Background: an optimization exercise with open tools, aiming at small area. Do not read the settings as production practice. Only simulation tests tie the RTL to the original design; equivalence was not proved.

==> flow/design.v <==
`timescale 1ns / 1ps
module rpi(
	input clk_100mhz,
	input reset,
	input RSTN,
	input [15:0] SW,
	input [3:0] BTN_IN,
	input ps2_clk,
	input ps2_data,
	output [3:0] BTN_OUT,
	output LEDCLK,
	output LEDDT,
	output LEDEN,
	output SEGCLK,
	output SEGDT,
	output SEGEN,
	input SegLedClk,
	output [4:0] SegLedData
 );
	wire clk = clk_100mhz;
	function img;
		input [31:0] d;
		input tex;
		input fl;
		input [5:0] k;
		reg [3:0] h;
		reg [6:0] lit;
		reg [4:0] m;
		reg [4:0] src;
		begin
			h = d[{k[5:3], 2'b00} +: 4];
			case (h)
				4'h0: lit = 7'b0111111;
				4'h1: lit = 7'b0000110;
				4'h2: lit = 7'b1011011;
				4'h3: lit = 7'b1001111;
				4'h4: lit = 7'b1100110;
				4'h5: lit = 7'b1101101;
				4'h6: lit = 7'b1111101;
				4'h7: lit = 7'b0000111;
				4'h8: lit = 7'b1111111;
				4'h9: lit = 7'b1101111;
				4'ha: lit = 7'b1110111;
				4'hb: lit = 7'b1111100;
				4'hc: lit = 7'b0111001;
				4'hd: lit = 7'b1011110;
				4'he: lit = 7'b1111001;
				default: lit = 7'b1110001;
			endcase
			m = k[4:0];
			case (m[2:0])
				3'd0: src = {3'b000, m[4:3]};
				3'd1: src = 5'd4  + {m[4:3], 1'b0};
				3'd2: src = 5'd16 + {m[4:3], 1'b0};
				3'd3: src = 5'd25 + {m[4:3], 1'b0};
				3'd4: src = 5'd17 + {m[4:3], 1'b0};
				3'd5: src = 5'd5  + {m[4:3], 1'b0};
				3'd6: src = 5'd12 + {3'b000, m[4:3]};
				default: src = 5'd24 + {m[4:3], 1'b0};
			endcase
			if (tex) begin
				if (k[2:0] == 3'd7) img = d[{2'b01, k[5:3]}];
				else img = lit[k[2:0]] & ~(fl & (k[5:3] == 3'd2));
			end else
				img = ~d[src];
		end
	endfunction
	reg        RSTN_temp;
	reg [15:0] sw_temp;
	reg [10:0] dcnt;       
	reg [15:0] SW_OK;
	reg        rst_db;
	wire chg  = (RSTN_temp != RSTN) || (sw_temp != SW);
	wire d_ok = dcnt >= 11'd200;
	always @(posedge clk) begin
		if (reset) begin
			RSTN_temp <= 1'b1; sw_temp <= 16'd0; dcnt <= 11'd0;
			SW_OK <= 16'd0; rst_db <= 1'b0;
		end else begin
			RSTN_temp <= RSTN;
			sw_temp <= SW;
			if (chg) dcnt <= 11'd0;
			else if (!d_ok) dcnt <= dcnt + 11'd1;
			else begin
				SW_OK <= SW;
				if (!RSTN && dcnt < 11'd1200) dcnt <= dcnt + 11'd1;
				else rst_db <= ~RSTN;
			end
		end
	end
	wire sub_rst = reset | rst_db;
	reg [15:0] cc;
	always @(posedge clk)
		if (sub_rst) cc <= 16'hFFFF;
		else         cc <= cc + 16'd1;
	wire flash_now = cc[15] ^ (&cc[14:0]);           
	localparam [2:0] S_R5 = 3'd4, S_END = 3'd5, S_IDLE = 3'd7;
	reg [2:0] clk1;
	always @(posedge clk)
		if (reset) clk1 <= 3'd0;
		else       clk1 <= clk1 + 3'd1;
	wire tick = clk1 == 3'd3;
	wire [3:0] Keyy = ~BTN_IN;
	reg  [3:0] btn_temp;
	reg        scan, deb;      
	reg  [7:0] kcnt;           
	reg  [2:0] krow;           
	reg  [4:0] Key_out;
	wire [1:0] num = (Keyy == 4'b0010) ? 2'd1 :
	                 (Keyy == 4'b0100) ? 2'd2 :
	                 (Keyy == 4'b1000) ? 2'd3 : 2'd0;
	always @(posedge clk) begin
		if (reset) begin
			btn_temp <= 4'd0; scan <= 1'b0; deb <= 1'b0; kcnt <= 8'd0;
			krow <= S_IDLE; Key_out <= 5'd0;
		end else if (tick) begin
			btn_temp <= Keyy;
			if ((btn_temp != Keyy) && !scan) begin
				kcnt <= 8'd0; deb <= 1'b0; scan <= 1'b1;
			end else if (!deb) begin
				if (kcnt == 8'd199) begin deb <= 1'b1; kcnt <= 8'd0; end
				else kcnt <= kcnt + 8'd1;
			end else if (scan) begin
				if (krow == S_END) begin
					krow <= S_IDLE; scan <= 1'b0;
				end else if (kcnt < 8'd25)
					kcnt <= kcnt + 8'd1;
				else begin
					kcnt <= 8'd0;
					if (krow == S_IDLE || ~|Keyy) krow <= krow + 3'd1;
					else begin
						Key_out <= {krow, num};
						scan <= 1'b0;
						krow <= S_IDLE;
					end
				end
			end
		end
	end
	assign BTN_OUT[0] = (krow != S_IDLE) && (krow != 3'd0);
	assign BTN_OUT[1] = (krow != S_IDLE) && (krow != 3'd1);
	assign BTN_OUT[2] = (krow != S_IDLE) && (krow != 3'd2);
	assign BTN_OUT[3] = (krow != S_IDLE) && (krow != 3'd3);
	wire prst = reset | SW_OK[0];
	reg ps2_clk_flag0, ps2_clk_flag1, ps2_clk_flag2, neg_sh;
	reg [3:0] pnum;
	reg [7:0] temp_data;
	reg [9:0] ps2_code;
	reg data_expand, data_break;
	wire neg = !ps2_clk_flag1 & ps2_clk_flag2;
	always @(posedge clk) begin
		if (prst) begin
			ps2_clk_flag0 <= 1'b0; ps2_clk_flag1 <= 1'b0; ps2_clk_flag2 <= 1'b0;
			neg_sh <= 1'b0; pnum <= 4'd0; ps2_code <= 10'd0;
			data_expand <= 1'b0; data_break <= 1'b0;
		end else begin
			ps2_clk_flag0 <= ps2_clk;
			ps2_clk_flag1 <= ps2_clk_flag0;
			ps2_clk_flag2 <= ps2_clk_flag1;
			neg_sh <= neg;
			if (pnum == 4'd11) pnum <= 4'd0;
			else if (neg) pnum <= pnum + 4'd1;
			if (pnum == 4'd11) begin
				if (temp_data == 8'hE0) data_expand <= 1'b1;
				else if (temp_data == 8'hF0) data_break <= 1'b1;
				else begin
					ps2_code <= {data_expand, data_break, temp_data};
					data_expand <= 1'b0;
					data_break <= 1'b0;
				end
			end
		end
	end
	always @(posedge clk)
		if (neg_sh && pnum >= 4'd2 && pnum <= 4'd9)
			temp_data <= {ps2_data, temp_data[7:1]};
	reg [29:0] data;
	always @(posedge clk)
		if (reset) data <= 30'd0;
		else if (Key_out != 5'd0) data <= {Key_out[3:0], ps2_code, SW_OK};
	wire [31:0] data32 = {data[29:26], 2'b00, data[25:0]};
	wire seg_win = cc[10:7] == 4'b1000;
	wire seg_ld  = seg_win & (&cc[6:0]);
	reg  [29:0] sdata;
	reg         stex, svalid;
	always @(posedge clk) begin
		if (seg_ld) begin sdata <= data; stex <= SW_OK[15]; end
		if (sub_rst) svalid <= 1'b0;
		else if (seg_ld) svalid <= 1'b1;
	end
	wire [5:0] sk = seg_win ? cc[6:1] : 6'd0;
	wire sflash = cc[15] ^ (cc[14:11] == 4'd0);
	assign SEGDT  = svalid & img({sdata[29:26], 2'b00, sdata[25:0]}, stex, sflash, sk);
	assign SEGCLK = seg_win & cc[0];
	assign SEGEN  = ~(seg_win & (|cc[6:0]) & ~(&cc[6:0]));
	wire led_win = cc[10:5] == 6'b100000;
	wire led_ld  = led_win & (cc[4:0] == 5'd30);
	reg [15:0] ldata;
	reg        llast;
	always @(posedge clk) begin
		if (sub_rst) ldata <= 16'd0;
		else if (led_ld) ldata <= data[15:0];
		llast <= ldata[15];
	end
	wire [3:0] lk = led_win ? cc[4:1] : 4'd0;
	assign LEDDT  = (led_win & (&cc[4:0])) ? llast : ldata[lk];
	assign LEDCLK = led_win & cc[0];
	assign LEDEN  = ~(led_win & (|cc[4:0]) & ~(&cc[4:0]));
	reg  [1:0] clk_reg;
	reg  [9:0] rcnt;           
	wire redge = clk_reg == 2'b01;
	wire busy  = ~(&rcnt[9:5] & rcnt[3] & rcnt[0]);
	wire busy_next = ~reset & (redge | (busy & (rcnt != 10'd1000)));
	always @(posedge clk) begin
		if (reset) begin
			clk_reg <= 2'b00;
			rcnt <= 10'd1001;
		end else begin
			clk_reg <= {clk_reg[0], SegLedClk};
			if (redge) rcnt <= 10'd0;
			else if (busy) rcnt <= rcnt + 10'd1;
		end
	end
	reg [15:0] rled;
	reg        rled_ones;
	always @(posedge clk)
		if (!busy_next) begin rled <= data[15:0]; rled_ones <= sub_rst; end
	reg [29:0] rdata;
	reg        rtex, rflash;
	reg [4:0]  ri;
	reg [4:0]  dataR;
	wire [3:0] rk = ~ri[3:0];
	wire [4:0] rout = ri[4] ? 5'd0 : {
		img({rdata[29:26], 2'b00, rdata[25:0]}, rtex, rflash, {rk, 2'd3}),
		img({rdata[29:26], 2'b00, rdata[25:0]}, rtex, rflash, {rk, 2'd2}),
		img({rdata[29:26], 2'b00, rdata[25:0]}, rtex, rflash, {rk, 2'd1}),
		img({rdata[29:26], 2'b00, rdata[25:0]}, rtex, rflash, {rk, 2'd0}),
		rled_ones | rled[rk]};
	always @(posedge clk) begin
		if (reset) dataR <= 5'd0;
		else if (redge & busy) dataR <= rout;
		if (redge) begin
			if (!busy) begin
				rdata <= data; rtex <= SW_OK[15]; rflash <= flash_now;
				ri <= 5'd0;
			end else if (!ri[4])
				ri <= ri + 5'd1;
		end
	end
	assign SegLedData = dataR;
endmodule
Settings: LEC_CHECK=0, CAP_MARGIN=20, CORE_MARGIN=2, CORE_UTILIZATION=70, SLEW_MARGIN=20; clock period 10.0 ns.
standard.sh (not shown) runs the stock make flow with config.mk's settings and CLKGATE_MAP_FILE= SYNTH_SCRIPT=/design/flow/synth_recipe.tcl, a recipe that flattens the netlist after the stock synthesis.
==> flow/flow/run.sh <==
#!/bin/bash
# Own layout flow: the standard synthesis, then its combinational logic
# re-mapped for area with ABC (the registers are left exactly as synthesised),
# then the standard layout steps with small port buffers and a clock tree
# without dummy loads. Each tool's output goes to a log file in this folder.
set -euo pipefail
W=$(pwd)
R=$W/orfs/results/$FLOW_PLATFORM/rpi/base
LIB=$FLOW_HOME/platforms/$FLOW_PLATFORM/lib/sky130_fd_sc_hd__tt_025C_1v80.lib
YOSYS=$(command -v yosys || true)
[ -n "$YOSYS" ] || YOSYS=$FLOW_HOME/../tools/install/yosys/bin/yosys

bash standard.sh synth > "$W/log_1_standard_synth.log" 2>&1

cp "$R/1_2_yosys.v" "$W/standard_synth.v"
# a few ABC area scripts, run side by side; the smallest result is kept
R2="balance;rewrite;refactor;balance;rewrite;rewrite,-z;balance;refactor,-z;rewrite,-z;balance"
AM3="strash;dch,-f;amap;strash;dch,-f;amap;strash;dch,-f;amap"
SCRIPTS=("$AM3;topo" "strash;dc2;$R2;$AM3;topo" "strash;$R2;dch,-f;amap,-F,3;topo")
for i in 0 1 2; do
    sed -e "s#@LIB@#$LIB#g" -e "s#@IN@#$W/standard_synth.v#g" -e "s#@OUT@#$W/remap_$i.v#g" \
        -e "s#@SCRIPT@#${SCRIPTS[$i]}#g" "$W/flow/remap.ys" > "$W/remap_$i.ys"
    "$YOSYS" -q -l "$W/log_2_remap_$i.log" "$W/remap_$i.ys" > /dev/null 2>&1 &
done
wait
best=; best_area=
for i in 0 1 2; do
    a=$(grep 'Chip area' "$W/log_2_remap_$i.log" | tail -1 | awk '{print $NF}')
    [ -n "$a" ] || continue
    if [ -z "$best" ] || awk -v a="$a" -v b="$best_area" 'BEGIN{exit !(a<b)}'; then best=$i; best_area=$a; fi
done
[ -n "$best" ] || { echo "no remapped netlist" >&2; exit 1; }
echo "kept remap_$best.v, area $best_area" > "$W/log_2_remap_choice.log"
cp "$W/remap_$best.v" "$R/1_2_yosys.v"
sed -e "s#@LIB@#$LIB#g" -e "s#@OUT@#$R/1_2_yosys.v#g" "$W/flow/check.ys" > "$W/check.ys"
"$YOSYS" -q -l "$W/log_2_check.log" "$W/check.ys" > /dev/null 2>&1
# the registers must be exactly those of the standard synthesis
flops() { grep -oE 'sky130_fd_sc_hd__[a-z]*df[a-z0-9_]* +[^ ]+' "$1" | sort; }
if ! diff <(flops "$W/standard_synth.v") <(flops "$R/1_2_yosys.v") > "$W/log_2_flops.log"; then
    echo "register set changed" >&2; exit 1
fi

bash standard.sh \
    "CTS_ARGS=-sink_clustering_enable -repair_clock_nets -dont_use_dummy_load -buf_list sky130_fd_sc_hd__clkbuf_4 -sink_clustering_size 8 -sink_clustering_max_diameter 40" \
    "BUFFER_PORTS_ARGS=-buffer_cell sky130_fd_sc_hd__buf_1" \
    finish > "$W/log_3_layout.log" 2>&1
==> flow/flow/remap.ys <==
# Re-map the combinational logic of the standard synthesis netlist for area.
# Sequential and special cells stay black boxes, so every register keeps its
# name and cell type.
read_liberty -ignore_miss_func @LIB@
blackbox sky130_fd_sc_hd__*df* sky130_fd_sc_hd__*dl* sky130_fd_sc_hd__conb_1 sky130_fd_sc_hd__*tap* sky130_fd_sc_hd__decap* sky130_fd_sc_hd__*lpflow* sky130_fd_sc_hd__*probe* sky130_fd_sc_hd__diode* sky130_fd_sc_hd__macro*
read_verilog @IN@
hierarchy -check -top rpi
flatten
opt_clean
abc -script +@SCRIPT@ -liberty @LIB@ -dont_use *lpflow* -dont_use *probe* -dont_use *clk* -dont_use *dly* -dont_use *bleeder*
opt_clean -purge
setundef -zero
splitnets
opt_clean -purge
stat -liberty @LIB@
write_verilog -noattr -noexpr -nohex -nodec @OUT@
Other scripts of this flow, unchanged in this note and not shown: flow/flow/check.ys
The baseline produced a clean layout.
Edit:
==> flow/flow/run.sh (replaced) <==
#!/bin/bash
# Own layout flow: the standard synthesis, then its combinational logic
# re-mapped for area with ABC (the registers are left exactly as synthesised),
# then the standard layout steps with small port buffers and a clock tree
# without dummy loads. Each tool's output goes to a log file in this folder.
set -euo pipefail
W=$(pwd)
R=$W/orfs/results/$FLOW_PLATFORM/rpi/base
LIB=$FLOW_HOME/platforms/$FLOW_PLATFORM/lib/sky130_fd_sc_hd__tt_025C_1v80.lib
YOSYS=$(command -v yosys || true)
[ -n "$YOSYS" ] || YOSYS=$FLOW_HOME/../tools/install/yosys/bin/yosys

bash standard.sh synth > "$W/log_1_standard_synth.log" 2>&1

cp "$R/1_2_yosys.v" "$W/standard_synth.v"
sed -e "s#@LIB@#$LIB#g" -e "s#@IN@#$W/standard_synth.v#g" -e "s#@OUT@#$R/1_2_yosys.v#g" \
    "$W/flow/remap.ys" > "$W/remap.ys"
"$YOSYS" -q -l "$W/log_2_remap.log" "$W/remap.ys" > /dev/null 2>&1
sed -e "s#@LIB@#$LIB#g" -e "s#@OUT@#$R/1_2_yosys.v#g" "$W/flow/check.ys" > "$W/check.ys"
"$YOSYS" -q -l "$W/log_2_check.log" "$W/check.ys" > /dev/null 2>&1
# the registers must be exactly those of the standard synthesis
flops() { grep -oE 'sky130_fd_sc_hd__[a-z]*df[a-z0-9_]* +[^ ]+' "$1" | sort; }
if ! diff <(flops "$W/standard_synth.v") <(flops "$R/1_2_yosys.v") > "$W/log_2_flops.log"; then
    echo "register set changed" >&2; exit 1
fi

bash standard.sh \
    "CTS_ARGS=-sink_clustering_enable -repair_clock_nets -dont_use_dummy_load" \
    "BUFFER_PORTS_ARGS=-buffer_cell sky130_fd_sc_hd__buf_1" \
    finish > "$W/log_3_layout.log" 2>&1
--- a/flow/flow/remap.ys
+++ b/flow/flow/remap.ys
@@ -10 +10 @@
-abc -script +@SCRIPT@ -liberty @LIB@ -dont_use *lpflow* -dont_use *probe* -dont_use *clk* -dont_use *dly* -dont_use *bleeder*
+abc -script +strash;dch,-f;amap;strash;dch,-f;amap;strash;dch,-f;amap;topo -liberty @LIB@ -dont_use *lpflow* -dont_use *probe* -dont_use *clk* -dont_use *dly* -dont_use *bleeder*
- via count is higher by 2.3%
- worst hold slack is worse by 0.019 ns
- cell area went up by 3.3%
- worst setup slack degrades by 0.060 ns
- non-clock buffer count is unchanged

[what the ideal ports hide]
In the flow no input, the clock included, has a driving cell. The finished layouts below were timed again as built, in two steps. Step 1: set_driving_cell puts a clkbuf_16 on clk_100mhz and a buf_2 on each other input, an assumption about the parent block. Step 2 also shifts input and output timing later by t, the mid clock arrival at the registers, as if the neighbouring blocks saw the same clock. a / b / c = ideal / step 1 / step 2; a / b = the first two.
run | t (ns) | setup slack, ns | worst register clock-pin slew, ns
the first run | 0.658 | 3.164 / 3.128 / 3.786 | 0.10 / 0.10
the second run | 0.555 | 3.104 / 3.061 / 3.616 | 0.06 / 0.06
After both steps setup and hold are still met in every run listed.
